Background: an optimization exercise with open tools, aiming at small area, a short achievable clock period and few clock cycles per item. Do not read the settings as production practice.
Only simulation tests tie the RTL to the original design; equivalence was not proved.
Power and IR drop assume default switching activity.

[design/flow/constraint.sdc]
create_clock -name core_clock -period 22.0 [get_ports {clk}]
set_input_delay 4.4000 -clock core_clock [delete_from_list [all_inputs] [get_ports {clk}]]
set_output_delay 4.4000 -clock core_clock [all_outputs]
set_load 0.01 [all_outputs]
[design/flow/run.sh]
#!/bin/bash
# synth_recipe.tcl (not shown) runs the flow's synth.tcl, then flattens the netlist and writes it again
# the make line also repeats each setting of config.mk as NAME=value (left out here)
make -C /OpenROAD-flow-scripts/flow DESIGN_CONFIG=/design/flow/config.mk WORK_HOME=/design/flow/orfs CLKGATE_MAP_FILE= SYNTH_SCRIPT=/design/flow/synth_recipe.tcl finish
[design/flow/config.mk]
export PLATFORM = sky130hd
export DESIGN_NAME = MDC
export DESIGN_NICKNAME = MDC
export VERILOG_FILES = /design/flow/design.v
export SDC_FILE = /design/flow/constraint.sdc
export NUM_CORES = 4
export LEC_CHECK = 0
export CAP_MARGIN = 20
export CORE_MARGIN = 2
export CORE_UTILIZATION = 40
export SLEW_MARGIN = 20
[design/flow/design.v]
module HAMMING_IP #(parameter IP_BIT = 8) (
    IN_code,
    OUT_code
);
input [IP_BIT+4-1:0]  IN_code;
output reg [IP_BIT-1:0] OUT_code;
reg [3:0] hamming_code;
reg [IP_BIT+4-1:0] true_IN_code;
generate
    case(IP_BIT)
        5:
        begin: HAMMING_5
            always @ (*)
            begin
                hamming_code[0] = IN_code[0] ^ IN_code[2] ^ IN_code[4] ^ IN_code[6] ^ IN_code[8];
                hamming_code[1] = IN_code[2] ^ IN_code[3] ^ IN_code[6] ^ IN_code[7];
                hamming_code[2] = IN_code[2] ^ IN_code[3] ^ IN_code[4] ^ IN_code[5];
                hamming_code[3] = IN_code[0] ^ IN_code[1];
                true_IN_code = IN_code;
                if(hamming_code != 4'd0)
                begin
                    true_IN_code[9-hamming_code] = !IN_code[9-hamming_code];
                end
                OUT_code = {true_IN_code[6], true_IN_code[4:2], true_IN_code[0]};
            end
        end
        6:
        begin: HAMMING_6
            always @ (*)
            begin
                hamming_code[0] = IN_code[1] ^ IN_code[3] ^ IN_code[5] ^ IN_code[7] ^ IN_code[9];
                hamming_code[1] = IN_code[0] ^ IN_code[3] ^ IN_code[4] ^ IN_code[7] ^ IN_code[8];
                hamming_code[2] = IN_code[3] ^ IN_code[4] ^ IN_code[5] ^ IN_code[6];
                hamming_code[3] = IN_code[0] ^ IN_code[1] ^ IN_code[2];
                true_IN_code = IN_code;
                if(hamming_code != 4'd0)
                begin
                    true_IN_code[10-hamming_code] = !IN_code[10-hamming_code];
                end
                OUT_code = {true_IN_code[7], true_IN_code[5:3], true_IN_code[1:0]};
            end
        end
        7:
        begin: HAMMING_7
            always @ (*)
            begin
                hamming_code[0] = IN_code[0] ^ IN_code[2] ^ IN_code[4] ^ IN_code[6] ^ IN_code[8] ^ IN_code[10];
                hamming_code[1] = IN_code[0] ^ IN_code[1] ^ IN_code[4] ^ IN_code[5] ^ IN_code[8] ^ IN_code[9];
                hamming_code[2] = IN_code[4] ^ IN_code[5] ^ IN_code[6] ^ IN_code[7];
                hamming_code[3] = IN_code[0] ^ IN_code[1] ^ IN_code[2] ^ IN_code[3];
                true_IN_code = IN_code;
                if(hamming_code != 4'd0)
                begin
                    true_IN_code[11-hamming_code] = !IN_code[11-hamming_code];
                end
                OUT_code = {true_IN_code[8], true_IN_code[6:4], true_IN_code[2:0]};
            end
        end
        8:
        begin: HAMMING_8
            always @ (*)
            begin
                hamming_code[0] = IN_code[1] ^ IN_code[3] ^ IN_code[5] ^ IN_code[7] ^ IN_code[9] ^ IN_code[11];
                hamming_code[1] = IN_code[1] ^ IN_code[2] ^ IN_code[5] ^ IN_code[6] ^ IN_code[9] ^ IN_code[10];
                hamming_code[2] = IN_code[0] ^ IN_code[5] ^ IN_code[6] ^ IN_code[7] ^ IN_code[8];
                hamming_code[3] = IN_code[0] ^ IN_code[1] ^ IN_code[2] ^ IN_code[3] ^ IN_code[4];
                true_IN_code = IN_code;
                if(hamming_code != 4'd0)
                begin
                    true_IN_code[12-hamming_code] = !IN_code[12-hamming_code];
                end
                OUT_code = {true_IN_code[9], true_IN_code[7:5], true_IN_code[3:0]};
            end
        end
        9:
        begin: HAMMING_9
            always @ (*)
            begin
                hamming_code[0] = IN_code[0] ^ IN_code[2] ^ IN_code[4] ^ IN_code[6] ^ IN_code[8] ^ IN_code[10] ^ IN_code[12];
                hamming_code[1] = IN_code[2] ^ IN_code[3] ^ IN_code[6] ^ IN_code[7] ^ IN_code[10] ^ IN_code[11];
                hamming_code[2] = IN_code[0] ^ IN_code[1] ^ IN_code[6] ^ IN_code[7] ^ IN_code[8] ^ IN_code[9];
                hamming_code[3] = IN_code[0] ^ IN_code[1] ^ IN_code[2] ^ IN_code[3] ^ IN_code[4] ^ IN_code[5];
                true_IN_code = IN_code;
                if(hamming_code != 4'd0)
                begin
                    true_IN_code[13-hamming_code] = !IN_code[13-hamming_code];
                end
                OUT_code = {true_IN_code[10], true_IN_code[8:6], true_IN_code[4:0]};
            end
        end
        10:
        begin: HAMMING_10
            always @ (*)
            begin
                hamming_code[0] = IN_code[1] ^ IN_code[3] ^ IN_code[5] ^ IN_code[7] ^ IN_code[9] ^ IN_code[11] ^ IN_code[13];
                hamming_code[1] = IN_code[0] ^ IN_code[3] ^ IN_code[4] ^ IN_code[7] ^ IN_code[8] ^ IN_code[11] ^ IN_code[12];
                hamming_code[2] = IN_code[0] ^ IN_code[1] ^ IN_code[2] ^ IN_code[7] ^ IN_code[8] ^ IN_code[9] ^ IN_code[10];
                hamming_code[3] = IN_code[0] ^ IN_code[1] ^ IN_code[2] ^ IN_code[3] ^ IN_code[4] ^ IN_code[5] ^ IN_code[6];
                true_IN_code = IN_code;
                if(hamming_code != 4'd0)
                begin
                    true_IN_code[14-hamming_code] = !IN_code[14-hamming_code];
                end
                OUT_code = {true_IN_code[11], true_IN_code[9:7], true_IN_code[5:0]};
            end
        end
        default:
        begin: HAMMING_11
            always @ (*)
            begin
                hamming_code[0] = IN_code[0] ^ IN_code[2] ^ IN_code[4] ^ IN_code[6] ^ IN_code[8] ^ IN_code[10] ^ IN_code[12] ^ IN_code[14];
                hamming_code[1] = IN_code[0] ^ IN_code[1] ^ IN_code[4] ^ IN_code[5] ^ IN_code[8] ^ IN_code[9] ^ IN_code[12] ^ IN_code[13];
                hamming_code[2] = IN_code[0] ^ IN_code[1] ^ IN_code[2] ^ IN_code[3] ^ IN_code[8] ^ IN_code[9] ^ IN_code[10] ^ IN_code[11];
                hamming_code[3] = IN_code[0] ^ IN_code[1] ^ IN_code[2] ^ IN_code[3] ^ IN_code[4] ^ IN_code[5] ^ IN_code[6] ^ IN_code[7];
                true_IN_code = IN_code;
                if(hamming_code != 4'd0)
                begin
                    true_IN_code[15-hamming_code] = !IN_code[15-hamming_code];
                end
                OUT_code = {true_IN_code[12], true_IN_code[10:8], true_IN_code[6:0]};
            end
        end
    endcase
endgenerate
endmodule
module MDC(
    clk,
	rst_n,
	in_valid,
    in_data, 
	in_mode,
    out_valid, 
	out_data
);
input clk, rst_n, in_valid;
input [8:0] in_mode;
input [14:0] in_data;
output reg out_valid;
output reg [206:0] out_data;
parameter IDLE = 2'd0;
parameter CAL = 2'd1;
parameter WAIT = 2'd2;
parameter OUT = 2'd3;
integer i;
reg [1:0] state;
reg [1:0] next_state;
reg [3:0] counter;
reg [3:0] next_counter;
reg [8:0] in_mode_reg;
reg [8:0] next_in_mode_reg;
reg [14:0] in_data_reg;
reg [14:0] next_in_data_reg;
reg [8:0] in_mode_ip_in;
reg [4:0] in_mode_ip_out;
reg [14:0] in_data_ip_in;
reg [10:0] in_data_ip_out;
reg [4:0] true_in_mode_reg;
reg [4:0] next_true_in_mode_reg;
reg [10:0] true_in_data_reg [15:0];
reg [10:0] next_true_in_data_reg [15:0];
reg [10:0] in_0_0, in_0_1, in_0_2, in_1_0, in_1_1, in_1_2, in_2_0, in_2_1, in_2_2;
reg signed [22:0] z_2;
reg signed [35:0] z_3;
reg [35:0] a_mac;
reg [10:0] b_mac;
reg [48:0] c_mac;
reg [48:0] z_mac;
reg [206:0] out_reg;
reg [206:0] next_out_reg;
HAMMING_IP #(.IP_BIT(5)) HAMMING_IP_1 (.IN_code(in_mode_ip_in), .OUT_code(in_mode_ip_out));
HAMMING_IP #(.IP_BIT(11)) HAMMING_IP_0 (.IN_code(in_data_ip_in), .OUT_code(in_data_ip_out));
DET_3 DET_3(.in_0_0(in_0_0), .in_0_1(in_0_1), .in_0_2(in_0_2), 
            .in_1_0(in_1_0), .in_1_1(in_1_1), .in_1_2(in_1_2), 
            .in_2_0(in_2_0), .in_2_1(in_2_1), .in_2_2(in_2_2), 
            .z_2(z_2), .z_3(z_3));
MAC_4 MAC_4(.a_mac(a_mac), .b_mac(b_mac), .c_mac(c_mac), .z_mac(z_mac));
always @ (posedge clk or negedge rst_n)
begin
    if(!rst_n)
    begin
        state <= IDLE;
        counter <= 4'd0;
        true_in_mode_reg <= 5'd0;
        for(i = 0; i < 16; i = i + 1)
        begin
            true_in_data_reg[i] <= 11'd0;
        end
        out_reg <= 207'd0;
    end
    else
    begin
        state <= next_state;
        counter <= next_counter;
        true_in_mode_reg <= next_true_in_mode_reg;
        for(i = 0; i < 16; i = i + 1)
        begin
            true_in_data_reg[i] <= next_true_in_data_reg[i];
        end
        out_reg <= next_out_reg;
    end
end
always @ (*)
begin
    case(state)
    IDLE:
    begin
        if(in_valid) next_state = CAL;
        else next_state = IDLE;
    end
    CAL:
    begin
        if(counter == 4'd15) next_state = WAIT;
        else next_state = CAL;
    end
    WAIT:
    begin
        next_state = OUT;
    end
    OUT:
    begin
        next_state = IDLE;
    end
    default:
    begin
        next_state = IDLE;
    end
    endcase
end
always @ (*)
begin
    if(in_valid) next_counter = counter + 4'd1;
    else next_counter = 4'd0;
end
always @ (*)
begin
    in_mode_ip_in = in_mode;
end
always @ (*)
begin
    in_data_ip_in = in_data;
end
always @ (*)
begin
    if(in_valid && (counter == 4'd0)) next_true_in_mode_reg = in_mode_ip_out;
    else next_true_in_mode_reg = true_in_mode_reg;
end
always @ (*)
begin
    for(i = 0; i < 16; i = i + 1)
    begin
        next_true_in_data_reg[i] = true_in_data_reg[i];
    end
    if(in_valid)
    begin
        next_true_in_data_reg[counter] = in_data_ip_out;
    end
end
always @ (*)
begin
    if(state == WAIT)
    begin
        if(true_in_mode_reg == 5'b00100)  
        begin
            in_0_0 = true_in_data_reg[10];
            in_0_1 = true_in_data_reg[11];
            in_0_2 = 11'd0;
            in_1_0 = true_in_data_reg[14];
            in_1_1 = true_in_data_reg[15];
            in_1_2 = 11'd0;
            in_2_0 = 11'd0;
            in_2_1 = 11'd0;
            in_2_2 = 11'd0;
        end
        else  
        begin
            in_0_0 = true_in_data_reg[5];
            in_0_1 = true_in_data_reg[6];
            in_0_2 = true_in_data_reg[7];
            in_1_0 = true_in_data_reg[9];
            in_1_1 = true_in_data_reg[10];
            in_1_2 = true_in_data_reg[11];
            in_2_0 = true_in_data_reg[13];
            in_2_1 = true_in_data_reg[14];
            in_2_2 = true_in_data_reg[15];
        end
    end
    else
    begin
        case(counter)
        4'd6:  
        begin
            in_0_0 = true_in_data_reg[0];
            in_0_1 = true_in_data_reg[1];
            in_0_2 = 11'd0;
            in_1_0 = true_in_data_reg[4];
            in_1_1 = true_in_data_reg[5];
            in_1_2 = 11'd0;
            in_2_0 = 11'd0;
            in_2_1 = 11'd0;
            in_2_2 = 11'd0;
        end
        4'd7:  
        begin
            in_0_0 = true_in_data_reg[1];
            in_0_1 = true_in_data_reg[2];
            in_0_2 = 11'd0;
            in_1_0 = true_in_data_reg[5];
            in_1_1 = true_in_data_reg[6];
            in_1_2 = 11'd0;
            in_2_0 = 11'd0;
            in_2_1 = 11'd0;
            in_2_2 = 11'd0;
        end
        4'd8:  
        begin
            in_0_0 = true_in_data_reg[2];
            in_0_1 = true_in_data_reg[3];
            in_0_2 = 11'd0;
            in_1_0 = true_in_data_reg[6];
            in_1_1 = true_in_data_reg[7];
            in_1_2 = 11'd0;
            in_2_0 = 11'd0;
            in_2_1 = 11'd0;
            in_2_2 = 11'd0;
        end
        4'd10:  
        begin
            in_0_0 = true_in_data_reg[4];
            in_0_1 = true_in_data_reg[5];
            in_0_2 = 11'd0;
            in_1_0 = true_in_data_reg[8];
            in_1_1 = true_in_data_reg[9];
            in_1_2 = 11'd0;
            in_2_0 = 11'd0;
            in_2_1 = 11'd0;
            in_2_2 = 11'd0;
        end
        4'd11:
        begin
            if(true_in_mode_reg == 5'b00100)  
            begin
                in_0_0 = true_in_data_reg[5];
                in_0_1 = true_in_data_reg[6];
                in_0_2 = 11'd0;
                in_1_0 = true_in_data_reg[9];
                in_1_1 = true_in_data_reg[10];
                in_1_2 = 11'd0;
                in_2_0 = 11'd0;
                in_2_1 = 11'd0;
                in_2_2 = 11'd0;
            end
            else  
            begin
                in_0_0 = true_in_data_reg[0];
                in_0_1 = true_in_data_reg[1];
                in_0_2 = true_in_data_reg[2];
                in_1_0 = true_in_data_reg[4];
                in_1_1 = true_in_data_reg[5];
                in_1_2 = true_in_data_reg[6];
                in_2_0 = true_in_data_reg[8];
                in_2_1 = true_in_data_reg[9];
                in_2_2 = true_in_data_reg[10];
            end
        end
        4'd12:
        begin
            if(true_in_mode_reg == 5'b00100)  
            begin
                in_0_0 = true_in_data_reg[6];
                in_0_1 = true_in_data_reg[7];
                in_0_2 = 11'd0;
                in_1_0 = true_in_data_reg[10];
                in_1_1 = true_in_data_reg[11];
                in_1_2 = 11'd0;
                in_2_0 = 11'd0;
                in_2_1 = 11'd0;
                in_2_2 = 11'd0;
            end
            else if(true_in_mode_reg == 5'b00110)  
            begin
                in_0_0 = true_in_data_reg[1];
                in_0_1 = true_in_data_reg[2];
                in_0_2 = true_in_data_reg[3];
                in_1_0 = true_in_data_reg[5];
                in_1_1 = true_in_data_reg[6];
                in_1_2 = true_in_data_reg[7];
                in_2_0 = true_in_data_reg[9];
                in_2_1 = true_in_data_reg[10];
                in_2_2 = true_in_data_reg[11];
            end
            else  
            begin
                in_0_0 = true_in_data_reg[1];
                in_0_1 = true_in_data_reg[2];
                in_0_2 = true_in_data_reg[3];
                in_1_0 = true_in_data_reg[5];
                in_1_1 = true_in_data_reg[6];
                in_1_2 = true_in_data_reg[7];
                in_2_0 = true_in_data_reg[9];
                in_2_1 = true_in_data_reg[10];
                in_2_2 = true_in_data_reg[11];
            end
        end
        4'd13:  
        begin
            in_0_0 = true_in_data_reg[0];
            in_0_1 = true_in_data_reg[2];
            in_0_2 = true_in_data_reg[3];
            in_1_0 = true_in_data_reg[4];
            in_1_1 = true_in_data_reg[6];
            in_1_2 = true_in_data_reg[7];
            in_2_0 = true_in_data_reg[8];
            in_2_1 = true_in_data_reg[10];
            in_2_2 = true_in_data_reg[11];
        end
        4'd14:
        begin
            if(true_in_mode_reg == 5'b00100)  
            begin
                in_0_0 = true_in_data_reg[8];
                in_0_1 = true_in_data_reg[9];
                in_0_2 = 11'd0;
                in_1_0 = true_in_data_reg[12];
                in_1_1 = true_in_data_reg[13];
                in_1_2 = 11'd0;
                in_2_0 = 11'd0;
                in_2_1 = 11'd0;
                in_2_2 = 11'd0;
            end
            else  
            begin
                in_0_0 = true_in_data_reg[0];
                in_0_1 = true_in_data_reg[1];
                in_0_2 = true_in_data_reg[3];
                in_1_0 = true_in_data_reg[4];
                in_1_1 = true_in_data_reg[5];
                in_1_2 = true_in_data_reg[7];
                in_2_0 = true_in_data_reg[8];
                in_2_1 = true_in_data_reg[9];
                in_2_2 = true_in_data_reg[11];
            end
        end
        4'd15:
        begin
            if(true_in_mode_reg == 5'b00100)  
            begin
                in_0_0 = true_in_data_reg[9];
                in_0_1 = true_in_data_reg[10];
                in_0_2 = 11'd0;
                in_1_0 = true_in_data_reg[13];
                in_1_1 = true_in_data_reg[14];
                in_1_2 = 11'd0;
                in_2_0 = 11'd0;
                in_2_1 = 11'd0;
                in_2_2 = 11'd0;
            end
            else if(true_in_mode_reg == 5'b00110)  
            begin
                in_0_0 = true_in_data_reg[4];
                in_0_1 = true_in_data_reg[5];
                in_0_2 = true_in_data_reg[6];
                in_1_0 = true_in_data_reg[8];
                in_1_1 = true_in_data_reg[9];
                in_1_2 = true_in_data_reg[10];
                in_2_0 = true_in_data_reg[12];
                in_2_1 = true_in_data_reg[13];
                in_2_2 = true_in_data_reg[14];
            end
            else  
            begin
                in_0_0 = true_in_data_reg[0];
                in_0_1 = true_in_data_reg[1];
                in_0_2 = true_in_data_reg[2];
                in_1_0 = true_in_data_reg[4];
                in_1_1 = true_in_data_reg[5];
                in_1_2 = true_in_data_reg[6];
                in_2_0 = true_in_data_reg[8];
                in_2_1 = true_in_data_reg[9];
                in_2_2 = true_in_data_reg[10];
            end
        end
        default:
        begin
            in_0_0 = 11'd0;
            in_0_1 = 11'd0;
            in_0_2 = 11'd0;
            in_1_0 = 11'd0;
            in_1_1 = 11'd0;
            in_1_2 = 11'd0;
            in_2_0 = 11'd0;
            in_2_1 = 11'd0;
            in_2_2 = 11'd0;
        end
        endcase
    end
end
always @ (*)
begin
    if(state == WAIT)
    begin
        a_mac = out_reg[84:49];
    end
    else if(counter == 4'd13)
    begin
        a_mac = ~out_reg[84:49] + 36'd1;
    end
    else if(counter == 4'd14)
    begin
        a_mac = out_reg[84:49];
    end
    else  
    begin
        a_mac = ~out_reg[84:49] + 36'd1;
    end
end
always @ (*)
begin
    if(state == WAIT)
    begin
        b_mac = true_in_data_reg[15];
    end
    else if(counter == 4'd13)
    begin
        b_mac = true_in_data_reg[12];
    end
    else if(counter == 4'd14)
    begin
        b_mac = true_in_data_reg[13];
    end
    else  
    begin
        b_mac = true_in_data_reg[14];
    end
end
always @ (*)
begin
    c_mac = out_reg[48:0];
end
always @ (*)
begin
    if(next_state == IDLE)
    begin
        next_out_reg = 207'd0;
    end
    else
    begin
        next_out_reg = out_reg;
        if(state == WAIT)
        begin
            if(true_in_mode_reg == 5'b00100)  
            begin
                next_out_reg[22:0] = z_2;
            end
            else if(true_in_mode_reg == 5'b00110)  
            begin
                next_out_reg[50:0] = z_3;
            end
            else  
            begin
                next_out_reg[48:0] = z_mac;
            end
        end
        else
        begin
            case(counter)
            4'd6:  
            begin
                if(true_in_mode_reg == 5'b00100)  
                begin
                    next_out_reg[206:184] = z_2;
                end
            end
            4'd7:  
            begin
                if(true_in_mode_reg == 5'b00100)  
                begin
                    next_out_reg[183:161] = z_2;
                end
            end
            4'd8:  
            begin
                if(true_in_mode_reg == 5'b00100)  
                begin
                    next_out_reg[160:138] = z_2;
                end
            end
            4'd10:  
            begin
                if(true_in_mode_reg == 5'b00100)  
                begin
                    next_out_reg[137:115] = z_2;
                end
            end
            4'd11:
            begin
                if(true_in_mode_reg == 5'b00100)  
                begin
                    next_out_reg[114:92] = z_2;
                end
                else if(true_in_mode_reg == 5'b00110)  
                begin
                    next_out_reg[203:153] = z_3;
                end
            end
            4'd12:
            begin
                if(true_in_mode_reg == 5'b00100)  
                begin
                    next_out_reg[91:69] = z_2;
                end
                else if(true_in_mode_reg == 5'b00110)  
                begin
                    next_out_reg[152:102] = z_3;
                end
                else  
                begin
                    next_out_reg[84:49] = z_3;
                end
            end
            4'd13:  
            begin
                if(true_in_mode_reg == 5'b10110)
                begin
                    next_out_reg[84:49] = z_3;
                    next_out_reg[48:0] = z_mac;
                end
            end
            4'd14:
            begin
                if(true_in_mode_reg == 5'b00100)  
                begin
                    next_out_reg[68:46] = z_2;
                end
                else if(true_in_mode_reg == 5'b10110) 
                begin
                    next_out_reg[84:49] = z_3;
                    next_out_reg[48:0] = z_mac;
                end
            end
            4'd15:
            begin
                if(true_in_mode_reg == 5'b00100)  
                begin
                    next_out_reg[45:23] = z_2;
                end
                else if(true_in_mode_reg == 5'b00110)  
                begin
                    next_out_reg[101:51] = z_3;
                end
                else  
                begin
                    next_out_reg[84:49] = z_3;
                    next_out_reg[48:0] = z_mac;
                end
            end
            endcase
        end
    end
end
always @ (*)
begin
    if(state == OUT) out_valid = 1'b1;
    else out_valid = 1'b0;
end
always @ (*)
begin
    if((state == OUT) && (true_in_mode_reg == 5'b10110)) out_data = {{158{out_reg[48]}}, out_reg[48:0]};
    else if(state == OUT) out_data = out_reg;
    else out_data = 207'd0;
end
endmodule
module DET_2(in_0_0, in_0_1, in_1_0, in_1_1, z_2);
    input signed [10:0] in_0_0, in_0_1, in_1_0, in_1_1;
    output reg signed [22:0] z_2;
    reg signed [21:0] net_2 [1:0];
    always @ (*)
    begin
        net_2[0] = in_0_0 * in_1_1;
        net_2[1] = in_0_1 * in_1_0;
        z_2 = net_2[0] - net_2[1];
    end
endmodule
module DET_3(in_0_0, in_0_1, in_0_2, in_1_0, in_1_1, in_1_2, in_2_0, in_2_1, in_2_2, z_2, z_3);
    input signed [10:0] in_0_0, in_0_1, in_0_2, in_1_0, in_1_1, in_1_2, in_2_0, in_2_1, in_2_2;
    output reg signed [22:0] z_2;
    output reg signed [35:0] z_3;
    reg signed [22:0] z_2_0, z_2_1, z_2_2;
    reg signed [33:0] net_3 [2:0];
    reg signed [35:0] net_3_1;
    DET_2 DET_2_0(.in_0_0(in_0_1), .in_0_1(in_0_2), .in_1_0(in_1_1), .in_1_1(in_1_2), .z_2(z_2_0));
    DET_2 DET_2_1(.in_0_0(in_0_0), .in_0_1(in_0_2), .in_1_0(in_1_0), .in_1_1(in_1_2), .z_2(z_2_1));
    DET_2 DET_2_2(.in_0_0(in_0_0), .in_0_1(in_0_1), .in_1_0(in_1_0), .in_1_1(in_1_1), .z_2(z_2_2));
    always @ (*)
    begin
        z_2 = z_2_2;
        net_3[0] = z_2_0 * in_2_0;
        net_3[1] = z_2_1 * in_2_1;
        net_3[2] = z_2_2 * in_2_2;
        net_3_1 = net_3[0] - net_3[1];
        z_3 = net_3_1 + net_3[2];
    end
endmodule
module MAC_4(a_mac, b_mac, c_mac, z_mac);
    input signed [35:0] a_mac;
    input signed [10:0] b_mac;
    input signed [48:0] c_mac;
    output reg signed [48:0] z_mac;
    reg signed [46:0] net;
    always @ (*)
    begin
        net = a_mac * b_mac;
        z_mac = net + c_mac;
    end
endmodule
==> notes.md <==
## cell type report
| cell class | instances | area share, % |
|---|---|---|
| inverters | 2186 | 7.52 |
| clock buffers | 66 | 1.33 |
| well taps | 3330 | 3.81 |
| flip-flops and latches | 394 | 9.03 |
| clock inverters | 28 | 0.357 |
| multi-input cells | 8532 | 73.3 |
| diodes | 3 | 0.00687 |
| repair buffers | 591 | 4.66 |
## what timing repair did
action / CTS / global route
hold endpoints to repair: 0 / 0
buffers inserted: 0 / 1
gates resized for setup: 0 / 25
setup endpoints to repair: 0 / 68
## cell usage after synthesis, drive strengths merged, types with 56 or more instances
cell    count
dfrtp     394
clkbuf    531
nand3      68
a21o      104
a222oi    104
nor3       61
a221oi     59
buf       115
xnor2     252
o21ai     570
nand2    1565
o31ai      56
and2      137
mux2i      98
inv      2186
nor2b      78
o21a       66
ha        585
a21oi     446
nand2b    140
fa       2010
nor2     1444
xor2      116
## report_power, final
group | total, W | switching, W | internal [W]
registers | 0.00127 | 0.000400 | 0.000869
logic | 0.00441 | 0.00301 | 0.00140
clock network | 0.000949 | 0.000397 | 0.000552
## metrics by stage
step	utilization [%]	area (µm²)	worst slack, ns
3_5_place_dp	43.1	107000	0.560
3_3_place_gp	43.1	107000	0.506
2_1_floorplan	-	99800	3.02
6_report	44.0	109000	0.882
5_1_grt	44.0	109000	-0.00324
4_1_cts	43.9	109000	0.507
## worst max-delay path, delay by kind of cell (launching register included)
family / cells / cell delay, ns
AO/OA/AOI/OAI: 19 / 3.96
adder cells (fa/ha/maj): 22 / 10.12
AND/OR/NAND/NOR: 14 / 3.54
XOR/XNOR: 3 / 0.81
flip-flops: 1 / 0.35
buffers and inverters: 14 / 2.14
## worst max path at each step
stage                     slack [ns]  depth (start not counted)     endpoint       start
after CTS                       0.51                         77  out_reg[89]  counter[0]
final                           0.88                         72  out_reg[45]  counter[2]
after global routing          -0.003                         74  out_reg[35]  counter[0]
after floorplan                 3.02                         81  out_reg[36]  counter[0]
after detailed placement        0.56                         77  out_reg[89]  counter[0]
after global placement          0.51                         73  out_reg[96]  counter[0]
## layer usage
layer	vias to the layer above	wire length, µm	GRT usage (%)
li1	36435	-	-
met1	44036	155000	40.3
met2	4409	183000	51.2
met3	1120	37400	6.74
met4	0	31400	19.6
met5	-	0	0
## logic make-up after synthesis
family / after synthesis / share of synthesized area, %
adder cells (fa/ha/maj): 2595 / 47.7
AND/OR/NAND/NOR: 3644 / 15.3
multiplexers: 127 / 1.37
flip-flops: 394 / 9.88
AO/OA/AOI/OAI: 1796 / 11.7
buffers and inverters: 2832 / 10.8
XOR/XNOR: 368 / 3.27
==> metrics.md <==
| Metric | Value |
|---|---|
| Hold Path Cell Cnt | `2` |
| Post-CTS Hold Fix Bufs | `0` |
| Max Freq | `between 40 and 50 MHz` |
| Worst R2R Start | `counter[2]` |
| CTS tree | `yes` |
| Post-Syn Area | `approximately 100000 µm²` |
| H-tree depth | `2` |
| Tightest Hold Check Type | `reg -> reg` |
| Final min period | `~21 ns` |
| Max reg flops | `around 210` |
| Mapped Cells | `about 12000` |
| Layout Cells excl Fill | `between 15000 and 20000` |
| Area occupied by multi-input gates | `approximately 80000 µm²` |
| Setup TNS | `0 ns` |
| Most used DFF post-synth | `dfrtp_1` |
| Yosys top cell by area | `fa_1` |
| GPL Wtd Cong | `between 1 and 1.5` |
| Post-Syn Nets | `roughly 14000` |
| Slew Viols, Final | `0` |
| Hold path endpoint | `out_reg[140]` |
| GR Overflow Total | `0` |
| Drt drc | `0` |
| Placed Cells | `15027` |
| Power per cell area | `60.7 nW/µm²` |
| Synth async-reset ratio | `100%` |
| Worst vdd ir | `about 130 µV` |
| Hold path start | `out_reg[140]` |
| Commonest non-fill, non-tap cells in the layout | `inv_1 (2183), fa_1 (2009), nand2_1 (1557), nor2_1 (1433), ha_1 (584)` |
| Vias | `86000` |
| Root Buffer | `clkbuf_16` |
| Die area | `between 200000 and 300000 µm²` |
| Fillcell total | `around 25000` |
| Largest net degree at the start of global routing | `108` |
| Yosys top cell area share | `40.3%` |
| Worst Hold Slack | `0.482 ns` |
| Final worst-path cycle share | `~96%` |
| DR WL/cell | `roughly 27 µm` |
| R2R setup slack | `0.88 ns` |
| Synth unique cells | `between 100 and 150` |
| Synthesized flop and latch total | `approximately 390` |
| Clock buffer depth | `3` |
| TritonCTS Sinks | `~400` |
| Synthesis-to-layout area growth | `9.50%` |
| CP startpoint kind | `flip-flop` |
| Total Routing Usage GR | `32.2%` |
| CP endpoint kind | `flip-flop` |
| Area contributors post-synth | `fa_1 (40%), dfrtp_1 (9.9%), inv_1 (8.2%)` |
| WP data required | `22.54 ns` |
| Vias in the first global route | `~90000` |
| FF-to-FF End | `out_reg[45]` |
| Status | `complete, no violations` |
| First-pass GRT wire length | `602000 µm` |
| Routed Wire Length | `around 410000 µm` |
| Total number of yosys warnings | `10` |
| Core Region | `approximately 250000 µm²` |
| Register area | `around 10000 µm²` |
| Final Skew | `0.0737 ns` |
| Worst skew pair latency | `between 0.6 and 0.7 ns` |
| TritonCTS Buffers | `a little over 50` |
| Lkg Pwr | `approximately 48 nW` |
| Reg clk slew, reported paths | `roughly 0.07 ns` |
| Starting Density | `approximately two fifths` |
| Initial antenna violation count | `5` |
| Sequential share of the synthesized area | `9.88%` |
| Number of synthesized flops with an enable pin | `0` |
| I/O pin total | `235` |
| Die Width | `503 µm` |
| Cell repeated most along the worst path | `fa_1` |
| TritonRoute pass-1 iters | `13` |
| Arrival time worst endpoint | `around 22 ns` |
| Worst-margin pin slew | `1.24 ns` |
| Crit Path Class | `reg -> reg` |
| CP max stage delay | `~0.59 ns` |
| Final HPWL DP | `approximately 330000 µm` |
| Worst-path fanout max | `34` |
| Avg Synthesized Cell Area | `between 8 and 9 µm²` |
| Commonest non-fill, non-tap cell in the layout | `inv_1` |
| Share of cells above drive strength 1 | `a little over 6%` |
| Routed Antenna Nets | `0` |
| R2R depth | `~70` |
| Fin. Hold Viols | `0` |
| Row count | `roughly 180` |
| Slowest CP cell | `fa_1` |
| Total Power | `between 0.006 and 0.007 W` |
| Setup Viol. Count Final | `0` |
| Maxcap violations | `0` |
| Die height | `around 500 µm` |
| 1st-iter DRT viols | `between 9000 and 10000` |
| Relative slew slack | `between 10% and 20%` |
| Vias per cell | `between 5 and 6` |
| Nets@finish | `between 10000 and 15000` |
| IO Port Bufs | `approximately 230` |
Testbench counts, summed over its fixed seeds: cycles 9,216, items 512.

## re-timing with driven ports
No port has a modelled driver above. Below, the same layout with a new extraction and two added sets of constraints.
Step 1, drivers: a clkbuf_16 drives clk and a buf_2 each remaining input, both assumed.
Step 2, shift: input delay + t, output delay - t, t = (earliest + latest rising clock arrival at the registers) / 2. This alone moves slack from input paths to output paths.
Three values: ideal, step 1, step 2; two values: the first two.
shift t [ns]: 0.736
setup slack, ns: 0.882 / 0.882 / 0.882
worst register clock-pin slew, ns: 0.07 / 0.07
worst slew at a driven data input, ns: 0.05
After both steps setup and hold are still met in this run. For this run, drivers alone change the setup slack by 0.000 ns; drivers and shift together by 0.000 ns.
